Context: an optimization exercise on an open-source flow, tuned for small area and a short achievable clock period. The choices shown serve that exercise and are no tape-out recipe.
The RTL was checked by simulation tests, not by an equivalence proof against the original design.
Power figures rest on the tool's default switching activity, not on a simulated workload.

==> flow/design.v <==
`timescale 1ns / 1ps
module Master #(parameter data_size = 32)(H_readyN,H_rsp,H_rstN,H_clk,R_data, 
				i_add,i_WR,i_size,i_burst,idle,busy,i_data,    
				H_add,H_WR,H_size,H_burst,H_trans,W_data);     
input H_readyN;
input H_rsp;
input H_rstN;
input H_clk;
input   [data_size-1 :0] R_data;
output  [31:0] H_add;
output         H_WR;
output  [2:0]  H_size;
output  [3:0]  H_burst;
output  [1:0]  H_trans;
output  [data_size-1:0] W_data;
input   [31:0] i_add;     
input          i_WR;
input   [2:0]  i_size;
input   [2:0]  i_burst;
input          busy;
input          idle;
input   [data_size-1:0] i_data;
reg     [1:0]  i_trans;
reg     [data_size-1:0] data_1;
reg     [31:0] add;
reg            WR;
reg     [2:0]  size;
reg     [3:0]  burst;
reg     [data_size-1:0] data;
reg     [6:0]  cal_size;
reg     [4:0]  cal_burst;  
reg     [12:0] initial_add;
reg     [12:0] trans_size;  
reg     [12:0] start_add;
reg     [12:0] wrap_bound;
reg     [data_size-1:0]rec_data;
reg     [3:0] counter;
reg     [3:0] shifty;
reg     [3:0] temp_counter;
reg     [1:0] trans_next;
	parameter HTRANS_IDLE    = 2'b00;
	parameter HTRANS_BUSY    = 2'b01; 
	parameter HTRANS_NONSEQ  = 2'b10;
	parameter HTRANS_SEQ     = 2'b11;
	parameter SINGLE   = 3'b000;
	parameter INCR     = 3'b001;
	parameter WRAP4    = 3'b010;
	parameter INCR4    = 3'b011;
	parameter WRAP8    = 3'b100;
	parameter INCR8    = 3'b101;
	parameter WRAP16   = 3'b110;
	parameter INCR16   = 3'b111;
	parameter BYTE     = 3'b000;
	parameter BYTE_2   = 3'b001;
	parameter BYTE_4   = 3'b010;
	parameter BYTE_8   = 3'b011;
	parameter BYTE_16  = 3'b100;
	parameter BYTE_32  = 3'b101;
	parameter BYTE_64  = 3'b110;
	parameter BYTE_128 = 3'b111;
assign H_WR     = WR;
assign H_size   = size;
assign H_add    = add;   
assign H_burst  = burst;
assign H_trans  = i_trans;
assign W_data   =  data  ;
always @ (posedge H_clk , negedge H_rstN)
	begin
		if (!H_rstN)
			begin		
						WR     <= 1'b0; 
						size   <= 3'b0;
						burst  <= 4'b0;		
						data   <= 0;
						data_1 <= 0;
			end 
		else if (H_readyN) 
			begin			
						WR     <= i_WR; 
						size   <= i_size;
						burst  <= i_burst;		
				if (i_WR && !busy)
					begin    	 
						data_1 <= i_data; 
						data   <= data_1;
					end
				else		
						data   <= data_1;  
			end
		else 	
			begin
						data_1 <= data_1;  
						data   <= data;
			end
	end
always @ (posedge H_clk or negedge H_rstN)
begin
if (!H_rstN)
	begin
																		        add  <= 32'b0;
																		initial_add  <= 13'b0;
																		temp_counter <= 4'b0;
	end
else if (H_readyN && trans_next == HTRANS_NONSEQ)   
	begin								 
																		initial_add  <= i_add [12:0];
																		        add  <= i_add;
																		temp_counter <= counter;
	end
else if(H_readyN &&(!busy) && trans_next == HTRANS_SEQ && i_burst == INCR )   
																		        add  <= add + cal_size;
else if(H_readyN &&(!busy) && temp_counter != 0 && trans_next == HTRANS_SEQ 
		&& (i_burst == WRAP4 | i_burst == WRAP8 | i_burst == WRAP16 ))
	begin 								
																		temp_counter <= temp_counter -1;
		if((add[12:0]+cal_size) >= wrap_bound)
																		        add  <={add[31:13],((add[12:0]+ cal_size) - trans_size)};
		else								 
																		        add  <={add[31:13],(add[12:0] + cal_size)}; 
	end		  
else if(H_readyN &&(!busy) && temp_counter != 0 && trans_next == HTRANS_SEQ 
		&& (i_burst == INCR4 | i_burst == INCR8 | i_burst == INCR16 ))
	begin	  		
																		        add  <= (add + cal_size);   
																		temp_counter <= temp_counter -1;
	end
else if ((i_burst == SINGLE)||(i_trans == HTRANS_IDLE)) 
																		temp_counter <= 0;
else
	begin
																		         add <= add;
																		temp_counter <= temp_counter;
	end
end
always @(posedge H_clk or negedge H_rstN )
	if (!H_rstN)        i_trans <= HTRANS_IDLE; 
	else if (idle)      i_trans <= HTRANS_IDLE;
	else if (busy)      i_trans <= HTRANS_BUSY;
	else if (!H_readyN) i_trans <= i_trans;
	else                i_trans <= trans_next;
always @(*)  
begin
 case(i_trans)
	HTRANS_IDLE  :				
																		trans_next = HTRANS_NONSEQ;   
	HTRANS_BUSY  :	if (!busy)	
																		trans_next = HTRANS_SEQ; 
					else		
																		trans_next = HTRANS_BUSY;
	HTRANS_NONSEQ:	if((burst != SINGLE))     
																		trans_next = HTRANS_SEQ;   
					else if (!H_readyN && H_rsp) 					    
																		trans_next = HTRANS_IDLE;											    	
					else												trans_next = HTRANS_NONSEQ;
	HTRANS_SEQ   :	begin 
						if(burst != SINGLE && burst != INCR) 
							if (temp_counter == 0)
																		trans_next = HTRANS_NONSEQ;
							else
																		trans_next = HTRANS_SEQ;
						else if (!H_readyN && H_rsp) 				    
																		trans_next = HTRANS_IDLE;
						else 					   
																		trans_next = HTRANS_SEQ;
					end
 endcase
end		
always @(*)   
	case (i_burst)
		WRAP4 : begin counter = 4'd3; cal_burst = 5'd4;  end
		INCR4 : begin counter = 4'd3; cal_burst = 5'd0;  end 
		WRAP8 : begin counter = 4'd7; cal_burst = 5'd8;  end
		INCR8 : begin counter = 4'd7; cal_burst = 5'd0;  end 
		WRAP16: begin counter = 4'd15;cal_burst = 5'd16; end
		INCR16: begin counter = 4'd15;cal_burst = 5'd0;  end 
		default:begin counter = 4'd0; cal_burst = 5'd0;  end 
	endcase
always @(*)
begin 
	trans_size = cal_burst * cal_size;
	start_add  = ((initial_add >> shifty)*(trans_size));  
	wrap_bound = start_add + trans_size ;
end
always @(*)     
 case(i_size)
	BYTE   : cal_size = 1;
	BYTE_2 : cal_size = 2;
	BYTE_4 : cal_size = 4;
	BYTE_8 : cal_size = 8;
	BYTE_16: cal_size = 16;
	BYTE_32: cal_size = 32;
	BYTE_64: cal_size = 64;
	BYTE_128:cal_size = 128;
	default: cal_size = 0;
 endcase
always @(*)    
	case(1'b1)   
		trans_size[3]: shifty = 3; 
		trans_size[4]: shifty = 4; 
		trans_size[5]: shifty = 5;
		trans_size[6]: shifty = 6;
		trans_size[7]: shifty = 7;
		trans_size[8]: shifty = 8; 
		trans_size[9]: shifty = 9;
		trans_size[10]:shifty = 10; 
		default:shifty =0;
	endcase
endmodule
==> flow/run.sh <==
#!/bin/bash
# synth_recipe.tcl (not shown) runs the flow's synth.tcl, then flattens the netlist and writes it again
# the make line also repeats each setting of config.mk as NAME=value (left out here)
make -C /OpenROAD-flow-scripts/flow DESIGN_CONFIG=/design/flow/config.mk WORK_HOME=/design/flow/orfs CLKGATE_MAP_FILE= SYNTH_SCRIPT=/design/flow/synth_recipe.tcl finish
==> flow/config.mk <==
export PLATFORM = sky130hd
export DESIGN_NAME = Master
export DESIGN_NICKNAME = Master
export VERILOG_FILES = /design/flow/design.v
export SDC_FILE = /design/flow/constraint.sdc
export NUM_CORES = 4
export LEC_CHECK = 0
export CAP_MARGIN = 20
export CORE_MARGIN = 2
export CORE_UTILIZATION = 40
export SLEW_MARGIN = 20
==> flow/constraint.sdc <==
create_clock -name core_clock -period 15.0 [get_ports {H_clk}]
set_input_delay 3.0000 -clock core_clock [delete_from_list [all_inputs] [get_ports {H_clk}]]
set_output_delay 3.0000 -clock core_clock [all_outputs]
set_load 0.01 [all_outputs]
==> key figures <==
Placement
  • IO Port Bufs: 149
  • Detail Placement HPWL: 18.8 mm
  • RD Place Congestion: 0.865
  • Place WS: 0.332 ns

Worst hold path
  • Hold wc startpoint: initial_add[0]
  • Worst min path class: register to register

Yosys
  • Synth Flop Type: dfrtp_1
  • Post-Synth Adder-Cell Area: 20.3%
  • XOR/XNOR Fraction of Synth Area: 4.27%
  • Distinct cells, synth: 76
  • Mux cell area share after synthesis: 12.4%
  • Syn Inst Count: 991
  • Average cell area after synthesis: 9.77 um^2
  • FF+latch count, synth: 122
  • Fraction of registers with async set/reset: 100%
  • Synthesized area: 9680 um^2
  • Largest family of logic cells by synthesized area: adder cells
  • Post-synthesis simple-gate area fraction: 14.6%
  • Compound-Gate Fraction of Synth Area: 11.1%
  • Sequential share of the synthesized area: 31.5%
  • Yosys warning count: 1
  • EDFF count, synth: 0
  • Net Count, Synth: 1229

Die
  • Die ar.: 25500 um^2
  • Initial core utilization: 41.0%
  • Core area: 23600 um^2
  • Die height: 160 um
  • I/O Pins: 183
  • # rows: 56
  • Die width: 160 um

STA
  • Max Clock Freq: 0.0704 GHz
  • Final critical-path required period: 14.20 ns
  • Worst Tran Pin Value: 1.00 ns
  • RSZ-0062 raised after global routing: false
  • Total negative slack: 0 ns
  • Period utilisation layout: 94.7%
  • Final hold violation count: 0
  • Setup Skew: 0.0121 ns
  • Final setup fails: 0
  • Relative slew slack: 33.3%
  • Setup ws final: 0.797 ns
  • Slew Limit Fails: 0

Setup path
  • Arrival @ worst endpoint: 14.52 ns
  • Worst Setup SP: i_size[2]
  • CP Class: input pin to register
  • Critical Path Fanout Max: 14
  • Crit path top cell by count: fa_1
  • Worst Setup End Kind: register
  • WP data required: 15.31 ns
  • Max incr delay on CP: 0.59 ns
  • Worst r2r src: initial_add[10]
  • Slowest cell on crit path: a21oi_1
  • Crit start category: input pin

CTS
  • CTS max path bufs: 2
  • Clock sinks: 122
  • CTS tree: yes
  • Worst skew pair latency: 0.42 ns
  • Post CTS Setup Buffer Count: 0
  • CTS Buf Count: 17
  • Hold Buf Count CTS: 0
  • Post_cts resized: 0
  • CTS clk-pin slew, worst paths: 0.07 ns
  • CTS Root Cell: clkbuf_16
  • H-tree depth: 4

Routing
  • Via Count: 7536
  • 1st-pass router iterations: 5
  • WL/cell: 16.7 um
  • Number of antenna-violating nets in the routed design: 0
  • Vias per Instance: 5.11
  • Drt drc: 0
  • DR iter-0 viols: 343
  • DRT Wirelength: 24.7 mm

Run
  • Number of max-cap violations: 0

Run status
  • Outcome: timing/DRC/antenna clean

Global routing
  • Largest net degree at the start of global routing: 66
  • Remaining Overflow, GRT: 0
  • Initial antenna violation count: 1
  • GRT Total Usage: 19.9%
  • First-pass GRT wire length: 40.4 mm
  • Vias in the first global route: 7613

Pwr
  • Worst IR Drop VDD: 0.0813 mV
  • Cell Pwr Density: 116 nW/um^2
  • Static Leakage: 5.42 nW
  • Power Total: 1.41 mW

Cells and area
  • Layout cell share with drive strength beyond 1: 14.0%
  • Most frequent cells in the layout: clkdlybuf4s50_1, dfrtp_1, nand2_1
  • Antenna cells: 0
  • Commonest non-fill, non-tap cell in the layout: clkdlybuf4s50_1
  • Final net count: 1381
  • Area Overhead vs Synth: 25.4%
==> metal layers <==
metal | vias to the layer above | track usage [%] | share of wire, %
li1 | 3718 | - | -
met5 | - | 0 | 0
met3 | 27 | 6.30 | 7.3
met2 | 170 | 31.6 | 46
met4 | 0 | 5.29 | 1.8
met1 | 3621 | 26.2 | 45
==> cell usage after synthesis, types with 4 or more instances <==
library cell / count / area, um^2
nand2_1: 119 / 447
clkbuf_1: 29 / 109
nand4_1: 5 / 31.3
and3_1: 9 / 56.3
a31oi_1: 15 / 93.8
o21ai_0: 32 / 160
nor3_1: 18 / 90.1
and2_1: 29 / 181
mux2i_1: 22 / 220
mux4_2: 4 / 90.1
o211ai_1: 16 / 120
fa_1: 47 / 941
dfrtp_1: 122 / 3050
or2_2: 4 / 25.0
a21o_1: 13 / 97.6
nand3_1: 19 / 95.1
nor2_1: 51 / 191
a211oi_1: 4 / 30.0
xor2_1: 14 / 123
mux2_2: 74 / 833
xnor2_1: 25 / 219
nor2b_1: 4 / 25.0
o21a_1: 12 / 90.1
nand2b_1: 5 / 31.3
inv_1: 98 / 368
ha_1: 82 / 1030
a21oi_1: 36 / 180
==> sequential cells by signal, summed over array words and instances, names as in the netlist <==
name          count
size              3
WR                1
initial_add      13
add              32
temp_counter      4
data_1           32
data             32
burst             3
i_trans           2
==> cell type report <==
class	count	area, um^2
Fill cell	2234	11500
Tap cell	319	399
Multi-Input combinational cell	730	6080
Sequential cell	122	3050
Clock buffer	18	429
Inverter	100	375
Timing Repair Buffer	172	1670
Clock inverter	14	136
==> stage by stage <==
step,std cells,hold slack (ns),utilization [%],cell area (um^2)
6_report,1475,0.475,51.4,12100
5_1_grt,1475,0.506,51.4,12100
4_1_cts,1475,0.476,51.4,12100
3_5_place_dp,1443,0.461,49.0,11600
3_3_place_gp,1443,0.461,49.0,11600
2_1_floorplan,991,0.439,-,9680
==> worst max-delay path, delay by kind of cell <==
family | cells | cell delay, ns
buffers and inverters | 8 | 1.25
multiplexers | 2 | 0.51
AO/OA/AOI/OAI | 10 | 2.75
AND/OR/NAND/NOR | 4 | 0.92
XOR/XNOR | 6 | 1.26
adder cells (fa/ha/maj) | 12 | 4.80
==> logic make-up (layout without fill, tap and decap cells) <==
kind of cell / count (synthesis) / in the layout
and+or+nand+nor: 293 / 293
AOI/OAI and AO/OA: 162 / 162
buffers and inverters: 139 / 304
adders and majority gates: 129 / 129
DFF: 122 / 122
muxes: 102 / 102
xor gates and xnor gates: 43 / 43
other: 1 / 1
==> where the power goes <==
part | total (mW) | switching [mW] | internal (mW) | leakage [nW]
sequential | 0.463 | 0.0629 | 0.400 | 1.46
clock | 0.399 | 0.167 | 0.231 | 0.262
combinational | 0.550 | 0.268 | 0.283 | 3.70
total | 1.41 | 0.498 | 0.914 | 5.42
==> path summary, 6_finish.rpt <==
check	to	slack (ns)	depth (start not counted)
min in group asynchronous	data_1[19]	2.66	1
hold / removal	initial_add[0]	0.47	2
setup reg to reg	add[9]	7.00	30
max in group asynchronous	initial_add[5]	11.00	2
setup / recovery	add[9]	0.80	42
hold reg to reg	initial_add[0]	0.47	2

==> separate check: timing with driven ports <==
No port has a modelled driver above. Below, the same layout with a new extraction and two added sets of constraints. Step 1, drivers: a clkbuf_16 drives H_clk and a buf_2 each remaining input, both assumed. Step 2 moves the port delays by t, midway between the first and last clock arrival at a register: inputs arrive t later, outputs are due t later. That takes back most of the time a late clock gives input paths. Three values: no drivers, after step 1, after step 2; two values: the first two.
t (ns): 0.453
setup WS [ns]: 0.797 / 0.801 / 0.348
hold slack, ns: 0.475 / 0.475 / 0.475
worst slew at a driven data input, ns: 0.06
cell pins on the clock port's net: 1
After both steps setup and hold are still met in this run. The setup slack of this run moves by +0.004 ns with the drivers and by -0.449 ns with both steps.
